This is an optimization exercise on Yosys and OpenROAD, whose aim is small area and a short achievable clock period, not a production implementation. RTL that was checked went through simulation tests only; none was proved equivalent to the original. Power and IR drop assume default switching activity.

Design ex_datapath, start of the top module:
module ex_datapath(
    input  wire        CLK,
    input  wire [31:0] A,
    input  wire [31:0] Rm,
    input  wire [11:0] I,
    input  wire [1:0]  AM,
    input  wire        CIN,
    input  wire [3:0]  Op,
    output reg  [31:0] Out,
    output wire        Z,
    output wire        N,
    output reg         C,
    output reg         V
);
Size in the first run: about 930 cells after synthesis, about 130 flip-flops, roughly 120 I/O pins, roughly 8300 um^2 of cells after synthesis.
clock: 9.0 ns
lec_check: 0
cap_margin: 20
core_margin: 2
core_utilization: 40
cts_buf_list: sky130_fd_sc_hd__clkbuf_4 sky130_fd_sc_hd__clkbuf_8
slew_margin: 20
synth_hierarchical: 1
tns_end_percent: 5
standard.sh (not shown) runs the stock make flow with config.mk's settings and CLKGATE_MAP_FILE= SYNTH_SCRIPT=/design/flow/synth_recipe.tcl, a recipe that flattens the netlist after the stock synthesis.
==> flow/flow/run.sh <==
#!/bin/bash
set -euo pipefail
MARGIN=6.0
export BUFFER_PORTS_ARGS="-buffer_cell sky130_fd_sc_hd__buf_1"
sed "s|\"\${@:-finish}\"|SETUP_SLACK_MARGIN=${MARGIN} \"\${@:-finish}\"|" standard.sh > standard_margin.sh
grep -q "SETUP_SLACK_MARGIN=${MARGIN}" standard_margin.sh
bash standard_margin.sh > flow_make.log 2>&1
The starting point finished with timing, DRC and antenna clean.
Rerun with:
--- a/flow/flow/run.sh
+++ b/flow/flow/run.sh
@@ -2,3 +2,3 @@
 set -euo pipefail
-MARGIN=6.0
+MARGIN=5.8
 export BUFFER_PORTS_ARGS="-buffer_cell sky130_fd_sc_hd__buf_1"
- critical path depth does not change
- synthesized area is unchanged
- via count hardly moves
- register-to-register slack degrades by 0.03 ns
- cell count barely changes
- global-route usage drops by 0.27 points
- clock skew hardly moves
- die area does not change
Rerun with:
--- a/flow/flow/run.sh
+++ b/flow/flow/run.sh
@@ -2,3 +2,3 @@
 set -euo pipefail
-MARGIN=5.8
+MARGIN=6.15
 export BUFFER_PORTS_ARGS="-buffer_cell sky130_fd_sc_hd__buf_1"
Effect:
- routed wire length increases slightly
- sequential cell count is unchanged
- synthesized area is unchanged
- sequential share of layout area goes down by 0.20 points
- final area climbs slightly
- worst setup slack gains 0.068 ns
- hold slack is better by 0.015 ns
- die area is unchanged
- utilization went up by 0.40 points
- clock-buffer cell count stays the same
Rerun with:
--- a/flow/flow/run.sh
+++ b/flow/flow/run.sh
@@ -2,3 +2,3 @@
 set -euo pipefail
-MARGIN=6.15
+MARGIN=6.3
 export BUFFER_PORTS_ARGS="-buffer_cell sky130_fd_sc_hd__buf_1"
=> Total power rose by 0.86%. Clock skew barely changes. Setup slack degrades by 0.0095 ns. Cell count rose by 0.58%. Cell area rose by 1.2%. Sequential power is about the same. Sequential share of layout area fell by 0.29 points. Via count hardly moves. Hold slack degrades by 0.012 ns. Synthesized area stays the same.

---

job 101:
ex_datapath, a different RTL version from the one above (not shown whole).
For scale: ~930 cells after synthesis, about 120 I/O pins, ~8300 um^2 of cells after synthesis.
Design ex_datapath, start of the top module:
module ex_datapath(
    input  wire        CLK,
    input  wire [31:0] A,
    input  wire [31:0] Rm,
    input  wire [11:0] I,
    input  wire [1:0]  AM,
    input  wire        CIN,
    input  wire [3:0]  Op,
    output reg  [31:0] Out,
    output wire        Z,
    output wire        N,
    output reg         C,
    output reg         V
);
Settings: LEC_CHECK=0, CAP_MARGIN=20, CORE_MARGIN=2, CORE_UTILIZATION=40, SLEW_MARGIN=20, SYNTH_HIERARCHICAL=1, TNS_END_PERCENT=5; clock period 9.0 ns.
==> flow/flow/run.sh <==
#!/bin/bash
set -euo pipefail
MARGIN=6.05
export BUFFER_PORTS_ARGS="-buffer_cell sky130_fd_sc_hd__buf_1"
export CTS_ARGS="-sink_clustering_enable -sink_clustering_size 30 -sink_clustering_max_diameter 60 -buf_list {sky130_fd_sc_hd__clkbuf_4 sky130_fd_sc_hd__clkbuf_8}"
sed "s|\"\${@:-finish}\"|SETUP_SLACK_MARGIN=${MARGIN} \"\${@:-finish}\"|" standard.sh > standard_margin.sh
grep -q "SETUP_SLACK_MARGIN=${MARGIN}" standard_margin.sh
bash standard_margin.sh > flow_make.log 2>&1
### job 101 -> job 102
- CTS_BUF_LIST: unset -> sky130_fd_sc_hd__clkbuf_4 sky130_fd_sc_hd__clkbuf_8
--- a/flow/flow/run.sh
+++ b/flow/flow/run.sh
@@ -5 +4,0 @@
-export CTS_ARGS="-sink_clustering_enable -sink_clustering_size 30 -sink_clustering_max_diameter 60 -buf_list {sky130_fd_sc_hd__clkbuf_4 sky130_fd_sc_hd__clkbuf_8}"
Findings:
- Job 102 has completed all stages; timing, DRC and antenna checks passed.
- From job 102 to job 101, number of standard cells in the final layout excluding fillers did not move at all.
- On total of buffers placed on input and output ports, job 101 and job 102 are neck and neck.
- Via count came out exactly the same in job 101 and job 102.
- Re layout sequential cell count: no difference whatsoever between job 102 and job 101.
- Unique cell type count in the Yosys netlist came out exactly the same in job 101 and job 102.
- Between job 101 and job 102, the difference in post-route core utilization is negligible.
No run of this note included a check of the RTL's function; only the layout flow was run.

---

Another version of the RTL of ex_datapath (not shown whole).
Size in the first run: ~930 cells after synthesis, about 130 flip-flops, roughly 120 I/O pins.
==> flow/config.mk <==
export PLATFORM = sky130hd
export DESIGN_NAME = ex_datapath
export DESIGN_NICKNAME = ex_datapath
export VERILOG_FILES = /design/flow/design.v
export SDC_FILE = /design/flow/constraint.sdc
export NUM_CORES = 4
export LEC_CHECK = 0
export CAP_MARGIN = 20
export CORE_MARGIN = 2
export CORE_UTILIZATION = 50
export CTS_BUF_LIST = sky130_fd_sc_hd__clkbuf_4 sky130_fd_sc_hd__clkbuf_8
export SLEW_MARGIN = 20
export SYNTH_HIERARCHICAL = 1
export TNS_END_PERCENT = 5
==> flow/constraint.sdc <==
create_clock -name core_clock -period 9.0 [get_ports {CLK}]
set_input_delay 1.8000 -clock core_clock [delete_from_list [all_inputs] [get_ports {CLK}]]
set_output_delay 1.8000 -clock core_clock [all_outputs]
set_load 0.01 [all_outputs]
==> flow/flow/run.sh <==
#!/bin/bash
set -euo pipefail
MARGIN=6.0
export BUFFER_PORTS_ARGS="-buffer_cell sky130_fd_sc_hd__buf_1"
sed "s|\"\${@:-finish}\"|SETUP_SLACK_MARGIN=${MARGIN} \"\${@:-finish}\"|" standard.sh > standard_margin.sh
grep -q "SETUP_SLACK_MARGIN=${MARGIN}" standard_margin.sh
bash standard_margin.sh > flow_make.log 2>&1
==> next run, changes <==
CORE_UTILIZATION = 40   (was 50)
CTS_BUF_LIST = sky130_fd_sc_hd__clkbuf_16   (was sky130_fd_sc_hd__clkbuf_4 sky130_fd_sc_hd__clkbuf_8)
Sequential share of layout area came out lower by 0.54 points.
Critical path depth came out lower by 11.
Wire length came out higher by 2.4%.
Worst hold slack degrades by 0.016 ns.
Synthesized area is unchanged.
Via count came out higher by 0.74%.
==> next run, changes <==
CTS_BUF_LIST = sky130_fd_sc_hd__clkbuf_4 sky130_fd_sc_hd__clkbuf_8   (was sky130_fd_sc_hd__clkbuf_16)
TNS_END_PERCENT = not set   (was 5)
Effect:
- The changed run ran to the end with no violations
- setup slack loses 0.13 ns
- synthesized cell count does not change
- cell count rose by 0.80%
- routed wire length rose by 14%

---

ex_datapath, a different RTL version from the one above (not shown whole).
Size: ~120 I/O pins, about 11000 sq um of cells after synthesis.
Settings: LEC_CHECK=0, CAP_MARGIN=20, CORE_MARGIN=2, CORE_UTILIZATION=40, SETUP_SLACK_MARGIN=0.6, SLEW_MARGIN=20; clock period 9.0 ns.
run.sh (not shown) runs the stock make flow with config.mk's settings and CLKGATE_MAP_FILE= SYNTH_SCRIPT=/design/flow/synth_recipe.tcl, a recipe that flattens the netlist after the stock synthesis.
Stock flow here: none of the scripts above is used.
Change:
- ABC_CLOCK_PERIOD_IN_PS: default -> 3500
- SETUP_SLACK_MARGIN: 0.6 -> 5
Result: The changed run passed the timing, DRC and antenna checks; utilization grows by 3.3 points; cell count rose by 2.4%; synthesized cell count does not change; area after synthesis stays the same; power rises by 6.8%; maximum frequency increases by 36%; critical path depth came out higher by 5; non-clock buffer count increases by 38; worst setup slack improved by 1.4 ns.
Change:
- ABC_CLOCK_PERIOD_IN_PS: 3500 -> default
What happened:
- The new run completed without violations
- total power is unchanged
- via count stays the same
- sequential share of layout area does not change
- global-route usage is unchanged
No functional check of the RTL was part of any run of this note.

---

Another version of the RTL of ex_datapath (not shown whole).
For scale: about 120 flip-flops, about 120 I/O pins.
Design ex_datapath, start of the top module:
module ex_datapath(
    input  wire        CLK,
    input  wire [31:0] A,
    input  wire [31:0] Rm,
    input  wire [11:0] I,
    input  wire [1:0]  AM,
    input  wire        CIN,
    input  wire [3:0]  Op,
    output reg  [31:0] Out,
    output wire        Z,
    output wire        N,
    output reg         C,
    output reg         V
);
==> flow/config.mk <==
export PLATFORM = sky130hd
export DESIGN_NAME = ex_datapath
export DESIGN_NICKNAME = ex_datapath
export VERILOG_FILES = /design/flow/design.v
export SDC_FILE = /design/flow/constraint.sdc
export NUM_CORES = 4
export LEC_CHECK = 0
export CAP_MARGIN = 50
export CORE_MARGIN = 2
export CORE_UTILIZATION = 40
export CTS_BUF_LIST = sky130_fd_sc_hd__clkbuf_4 sky130_fd_sc_hd__clkbuf_8
export SLEW_MARGIN = 60
export TNS_END_PERCENT = 5
==> flow/constraint.sdc <==
create_clock -name core_clock -period 9.0 [get_ports {CLK}]
set_input_delay 1.8000 -clock core_clock [delete_from_list [all_inputs] [get_ports {CLK}]]
set_output_delay 1.8000 -clock core_clock [all_outputs]
set_load 0.01 [all_outputs]
standard.sh (not shown) runs the stock make flow with config.mk's settings and CLKGATE_MAP_FILE= SYNTH_SCRIPT=/design/flow/synth_recipe.tcl, a recipe that flattens the netlist after the stock synthesis.
==> flow/flow/run.sh <==
#!/bin/bash
set -euo pipefail
MARGIN=5.7
export BUFFER_PORTS_ARGS="-buffer_cell sky130_fd_sc_hd__buf_1"
sed "s|\"\${@:-finish}\"|SETUP_SLACK_MARGIN=${MARGIN} \"\${@:-finish}\"|" standard.sh > standard_margin.sh
grep -q "SETUP_SLACK_MARGIN=${MARGIN}" standard_margin.sh
bash standard_margin.sh > flow_make.log 2>&1
Rerun with:
Settings changed: CAP_MARGIN 50 to 20, SLEW_MARGIN 60 to 20.
=>
- The changed run ran to the end with no violations
- clock-buffer cell count goes down by 3
- clock skew goes down by 0.0064 ns
- die area does not change
- synthesized area stays the same
- routed wire length goes down by 1.8%
- global-route usage goes up by 0.23 points
- non-clock buffer count goes down by 22
- flip-flop and latch count is unchanged
- register-to-register slack got worse by 0.02 ns
- sequential power hardly moves
- maximum frequency goes down by 0.50%
No run of this note included a check of the RTL's function; only the layout flow was run.

afterwards: timing with drivers on the ports:
The results above use ideal ports. As a check the final layouts listed here were re-extracted and re-timed, cells and wires unchanged.
Step 1 (the two cells are an assumption about what drives the block):
set clk [get_ports {CLK}]
set_driving_cell -lib_cell sky130_fd_sc_hd__clkbuf_16 $clk
set_driving_cell -lib_cell sky130_fd_sc_hd__buf_2 [delete_from_list [all_inputs] $clk]
Step 2 moves the port delays by t, midway between the first and last clock arrival at a register: inputs arrive t later, outputs are due t later. That takes back most of the time a late clock gives input paths.
Three values: ideal ports, drivers, drivers and shift; two values: the first two.
| run | t, ns | setup WS [ns] | clock arrival spread, ns | worst register clock-pin slew, ns |
|---|---|---|---|---|
| the first run of note 1 | 0.498 | 5.843 / 5.843 / 5.345 | 0.014 / 0.015 | 0.08 / 0.08 |
| the second run of note 1 | 0.497 | 5.764 / 5.783 / 5.286 | 0.014 / 0.014 | 0.08 / 0.08 |
| the third run of note 1 | 0.496 | 5.832 / 5.832 / 5.335 | 0.015 / 0.015 | 0.08 / 0.08 |
| the fourth run of note 1 | 0.491 | 5.823 / 5.823 / 5.332 | 0.014 / 0.014 | 0.08 / 0.08 |
| job 101 | 0.481 | 5.867 / 5.855 / 5.374 | 0.012 / 0.013 | 0.08 / 0.08 |
| job 102 | 0.481 | 5.867 / 5.855 / 5.374 | 0.012 / 0.013 | 0.08 / 0.08 |
| the first run of note 3 | 0.500 | 5.848 / 5.848 / 5.435 | 0.010 / 0.010 | 0.08 / 0.08 |
| the second run of note 3 | 0.457 | 5.917 / 5.900 / 5.443 | 0.008 / 0.008 | 0.06 / 0.06 |
| the third run of note 3 | 0.498 | 5.784 / 5.784 / 5.499 | 0.015 / 0.014 | 0.08 / 0.08 |
| the first run of note 4 | 0.405 | 3.727 / 3.752 / 3.347 | 0.014 / 0.014 | 0.07 / 0.07 |
| the second run of note 4 | 0.402 | 5.110 / 5.110 / 4.744 | 0.012 / 0.013 | 0.07 / 0.07 |
| the third run of note 4 | 0.402 | 5.110 / 5.110 / 4.744 | 0.012 / 0.013 | 0.07 / 0.07 |
| the first run of note 5 | 0.483 | 5.617 / 5.617 / 5.260 | 0.024 / 0.024 | 0.09 / 0.09 |
| the second run of note 5 | 0.480 | 5.600 / 5.600 / 5.228 | 0.019 / 0.019 | 0.08 / 0.08 |
After both steps every run listed still meets setup and hold. For the first run of note 1, which loses most, drivers alone change the setup slack by 0.000 ns; drivers and shift together by -0.498 ns.
